What follows belongs to an exercise in optimizing a design on an open flow for small area and a short achievable clock period; a production flow would make more cautious choices. The RTL was checked by simulation tests, not by an equivalence proof against the original design. Power figures rest on the tool's default switching activity, not on a simulated workload.

==> 05-22: inputs <==
// new_alu
module new_alu(i_op, i_arg_A, i_arg_B, i_clk, i_reset, o_result, o_status, o_op_rdy, o_alu_error);
Settings: LEC_CHECK=0, ABC_AREA=1, CAP_MARGIN=20, CORE_MARGIN=2, CORE_UTILIZATION=70, SLEW_MARGIN=20; clock period 18.0 ns.
standard.sh (not shown) runs the stock make flow with config.mk's settings and CLKGATE_MAP_FILE= SYNTH_SCRIPT=/design/flow/synth_recipe.tcl, a recipe that flattens the netlist after the stock synthesis.
==> flow/flow/run.sh <==
#!/bin/bash
# The standard layout (standard.sh), with these changes:
# - Yosys's full/half-adder cell extraction off (ADDER_MAP_FILE empty), so that
#   ABC maps the adders' logic together with the rest;
# - the port buffers are sky130_fd_sc_hd__buf_2 cells;
# - extra make settings: RECOVER_POWER=100 SETUP_SLACK_MARGIN=8.5
set -euo pipefail
bash standard.sh ADDER_MAP_FILE= "BUFFER_PORTS_ARGS=-buffer_cell sky130_fd_sc_hd__buf_2" RECOVER_POWER=100 SETUP_SLACK_MARGIN=8.5 finish > standard.log 2>&1
==> inputs of 04-26, as changes to 05-22 <==
==> flow/flow/run.sh (replaced) <==
#!/bin/bash
# The standard layout (standard.sh), with these changes:
# - Yosys's full/half-adder cell extraction off (ADDER_MAP_FILE empty), so that
#   ABC maps the adders' logic together with the rest;
# - the port buffers are sky130_fd_sc_hd__buf_2 cells;
# - repair_timing aims at 0 ns of setup slack (SETUP_SLACK_MARGIN).
set -euo pipefail
bash standard.sh ADDER_MAP_FILE= "BUFFER_PORTS_ARGS=-buffer_cell sky130_fd_sc_hd__buf_2" SETUP_SLACK_MARGIN=0 finish > standard.log 2>&1
==> comparison table <==
quantity	04-26	05-22
Share of total power in combinational logic	0.741	0.739
Top achievable clock speed	109.9 MHz	103.3 MHz
Finished layout cell area	0.004408 sq mm	0.004368 sq mm
Multi-input gate share of the layout cell area	0.7729	0.7746
Met1 wire length	5.472 mm	5.360 mm
Vias after detailed routing	5607	5672
Cell Pwr Density	48.10 mW/mm^2	48.17 mW/mm^2
Detail Route met3 WL	1.466 mm	1.630 mm
Relative slew margins	0.5062	0.5061
Run status	complete, no violations	complete, no violations
Post-route setup slack	8.899 ns	8.319 ns
Internal power contribution	94.06 uW	92.77 uW
Proportion of power drawn by the clock network	0.116	0.117
Clock tree cell share of total cell area	0.009367	0.009453
CP max FO	22	9
Fillers	501	520
Arr. time, crit path	9.28 ns	9.85 ns
Number of cells on the critical path	49	47

* * *

==> 01-09 <==
Another version of the RTL of new_alu (not shown whole).
==> flow/design.v (excerpt) <==
module new_alu(i_op, i_arg_A, i_arg_B, i_clk, i_reset, o_result, o_status, o_op_rdy, o_alu_error);
	input  logic [3:0] i_op;
	input  logic [7:0] i_arg_A;
	input  logic [7:0] i_arg_B;
	input  logic       i_clk;
	input  logic       i_reset;
	output logic [7:0] o_result;
	output logic [3:0] o_status;
	output logic       o_op_rdy;
	output logic       o_alu_error;
	logic [7:0] res;
	logic [4:0] ctl;
	alu_core core(.i_op(i_op), .i_arg_A(i_arg_A), .i_arg_B(i_arg_B), .res(res), .ctl(ctl));
	logic [7:0] r_res;
	logic r_neg, r_st3, r_st0;
	logic [1:0] r_cls;
	always_ff @(posedge i_clk) begin
		if (!i_reset) begin
			r_res <= 8'd0;
			r_neg <= 1'b0;
			r_st3 <= 1'b0;
			r_st0 <= 1'b0;
			r_cls <= 2'b01;
		end else begin
			r_res <= res;
			r_neg <= ctl[4];
			r_cls <= ctl[3:2];
			r_st3 <= ctl[1];
			r_st0 <= ctl[0];
		end
	end
	logic [7:0] low;
	always_comb
		for (int i = 0; i < 8; i++) begin
			low[i] = 1'b0;
  ...
clock: 18.0 ns
lec_check: 0
abc_area: 1
cap_margin: 20
core_margin: 2
core_utilization: 70
place_density: 0.85
slew_margin: 20
==> flow/flow/run.sh <==
#!/bin/bash
# The standard layout (standard.sh), with two changes:
# - Yosys's full/half-adder cell extraction is off (ADDER_MAP_FILE empty), so
#   that ABC maps the adders' logic together with the rest of the logic;
# - the port buffers are sky130_fd_sc_hd__buf_1 cells (BUFFER_PORTS_ARGS).
set -euo pipefail
bash standard.sh ADDER_MAP_FILE= "BUFFER_PORTS_ARGS=-buffer_cell sky130_fd_sc_hd__buf_1" finish > standard.log 2>&1
==> 04-19: changes against 01-09 <==
==> flow/flow/run.sh (replaced) <==
#!/bin/bash
# The standard layout (standard.sh), with two changes:
# - Yosys's full/half-adder cell extraction is off (ADDER_MAP_FILE empty), so
#   that ABC maps the adders' logic together with the rest of the logic;
# - the port buffers are sky130_fd_sc_hd__buf_2 cells (BUFFER_PORTS_ARGS).
set -euo pipefail
bash standard.sh ADDER_MAP_FILE= "BUFFER_PORTS_ARGS=-buffer_cell sky130_fd_sc_hd__buf_2" finish > standard.log 2>&1
CORE_UTILIZATION = 60   (was 70)
==> 09-10: changes against 01-09 <==
==> flow/flow/run.sh (replaced) <==
#!/bin/bash
# The standard layout (standard.sh), with two changes:
# - Yosys's full/half-adder cell extraction is off (ADDER_MAP_FILE empty), so
#   that ABC maps the adders' logic together with the rest of the logic;
# - the port buffers are sky130_fd_sc_hd__buf_2 cells (BUFFER_PORTS_ARGS).
set -euo pipefail
bash standard.sh ADDER_MAP_FILE= "BUFFER_PORTS_ARGS=-buffer_cell sky130_fd_sc_hd__buf_2" finish > standard.log 2>&1
CTS_BUF_LIST = sky130_fd_sc_hd__clkbuf_4   (was unset)
==> summary of the runs <==
In synthesized area, 04-19 and 01-09 do not differ. The lowest fmax belongs to 04-19, the highest to 09-10. Sequential power is about the same in 01-09 and 04-19. Against 04-19, the first-iteration DRC count of 09-10 is lower by 4.6%. Of 04-19 and 09-10, 04-19 has the higher die area (gap about 16%, measured against 09-10). Utilization, lowest first: 04-19, 01-09, 09-10. Clock power, lowest first: 09-10, 04-19, 01-09. Final cell count, highest first: 04-19, 01-09, 09-10. Power: 01-09 > 04-19 > 09-10. Via count: 04-19 < 09-10 < 01-09. 01-09 ran to the end with no violations. 09-10 completed without violations. 04-19 finished with timing, DRC and antenna clean. Wire length: 09-10 < 01-09 < 04-19.
==> figures <==
                                                                                09-10                      04-19                      01-09
Timing startpoint of the critical path                                     i_arg_B[0]                 i_arg_B[0]                 i_arg_B[1]
Final clock period utilization by the worst path                               0.4306                     0.4493                     0.4456
DIE HEIGHT                                                                   78.04 µm                   83.98 µm                   78.04 µm
Worst slew margin                                                              0.4697                     0.4096                     0.4500
Cell depth of the worst setup path                                                 30                         28                         28
Clock buffers                                                                       4                          4                          3
GR Layer Usage met2                                                            0.6741                     0.6255                     0.7190
Layout cell share with drive strength beyond 1                                 0.1419                     0.1406                    0.09753
Area Growth Syn to Fin                                                         5.445%                     6.064%                     4.923%
Switching part of the total                                                    0.5473                     0.5323                     0.5464
Worst-path clk slew                                                           0.07 ns                    0.05 ns                    0.05 ns
Share of final layout cell area taken by non-clock buffers                    0.04329                    0.04304                    0.03449
Post-placement cell area                                                     4016 µm²                   4025 µm²                   3980 µm²
Routed length per instance                                                   15.10 µm                   15.86 µm                   15.57 µm
Global routing usage summed across all routing layers                          0.4100                     0.3765                     0.4256
Least-Margin Pin Slew                                                       0.7894 ns                  0.8632 ns                  0.8041 ns
Root cell of the clock tree                                 sky130_fd_sc_hd__clkbuf_4  sky130_fd_sc_hd__clkbuf_8  sky130_fd_sc_hd__clkbuf_8
Result of the run                                             complete, no violations    complete, no violations    complete, no violations
Min setup slack post-route                                                   10.25 ns                   9.912 ns                   9.980 ns
Total clock network power                                                     18.3 µW                    24.1 µW                    26.2 µW
Fin crit period                                                              7.750 ns                   8.088 ns                   8.020 ns
Post-DR vias/cell                                                               6.290                      6.096                      6.306
Width of the die                                                             78.04 µm                   83.98 µm                   78.04 µm

[what the ideal ports hide]
Ports are ideal in the flow. The routed layouts listed here were re-timed in OpenROAD. Step 1, drivers: a clkbuf_16 drives i_clk and a buf_2 each remaining input, both assumed. Step 2 also shifts input and output timing later by t, the mid clock arrival at the registers, as if the neighbouring blocks saw the same clock. Slacks: ideal ports / drivers / drivers and shift; pairs: ideal ports / drivers.
| run | t (ns) | slack for setup (ns) | clock arrival spread, ns |
|---|---|---|---|
| 05-22 | 0.263 | 8.319 / 8.319 / 8.056 | 0.006 / 0.006 |
| 04-26 | 0.260 | 8.899 / 8.898 / 8.638 | 0.005 / 0.006 |
| 01-09 | 0.267 | 9.980 / 9.975 / 9.708 | 0.002 / 0.002 |
| 04-19 | 0.252 | 9.912 / 9.896 / 9.644 | 0.002 / 0.002 |
| 09-10 | 0.280 | 10.250 / 10.245 / 9.965 | 0.005 / 0.004 |
After both steps setup and hold are still met in every run listed. For 09-10, which loses most, drivers alone change the setup slack by -0.005 ns; drivers and shift together by -0.285 ns.
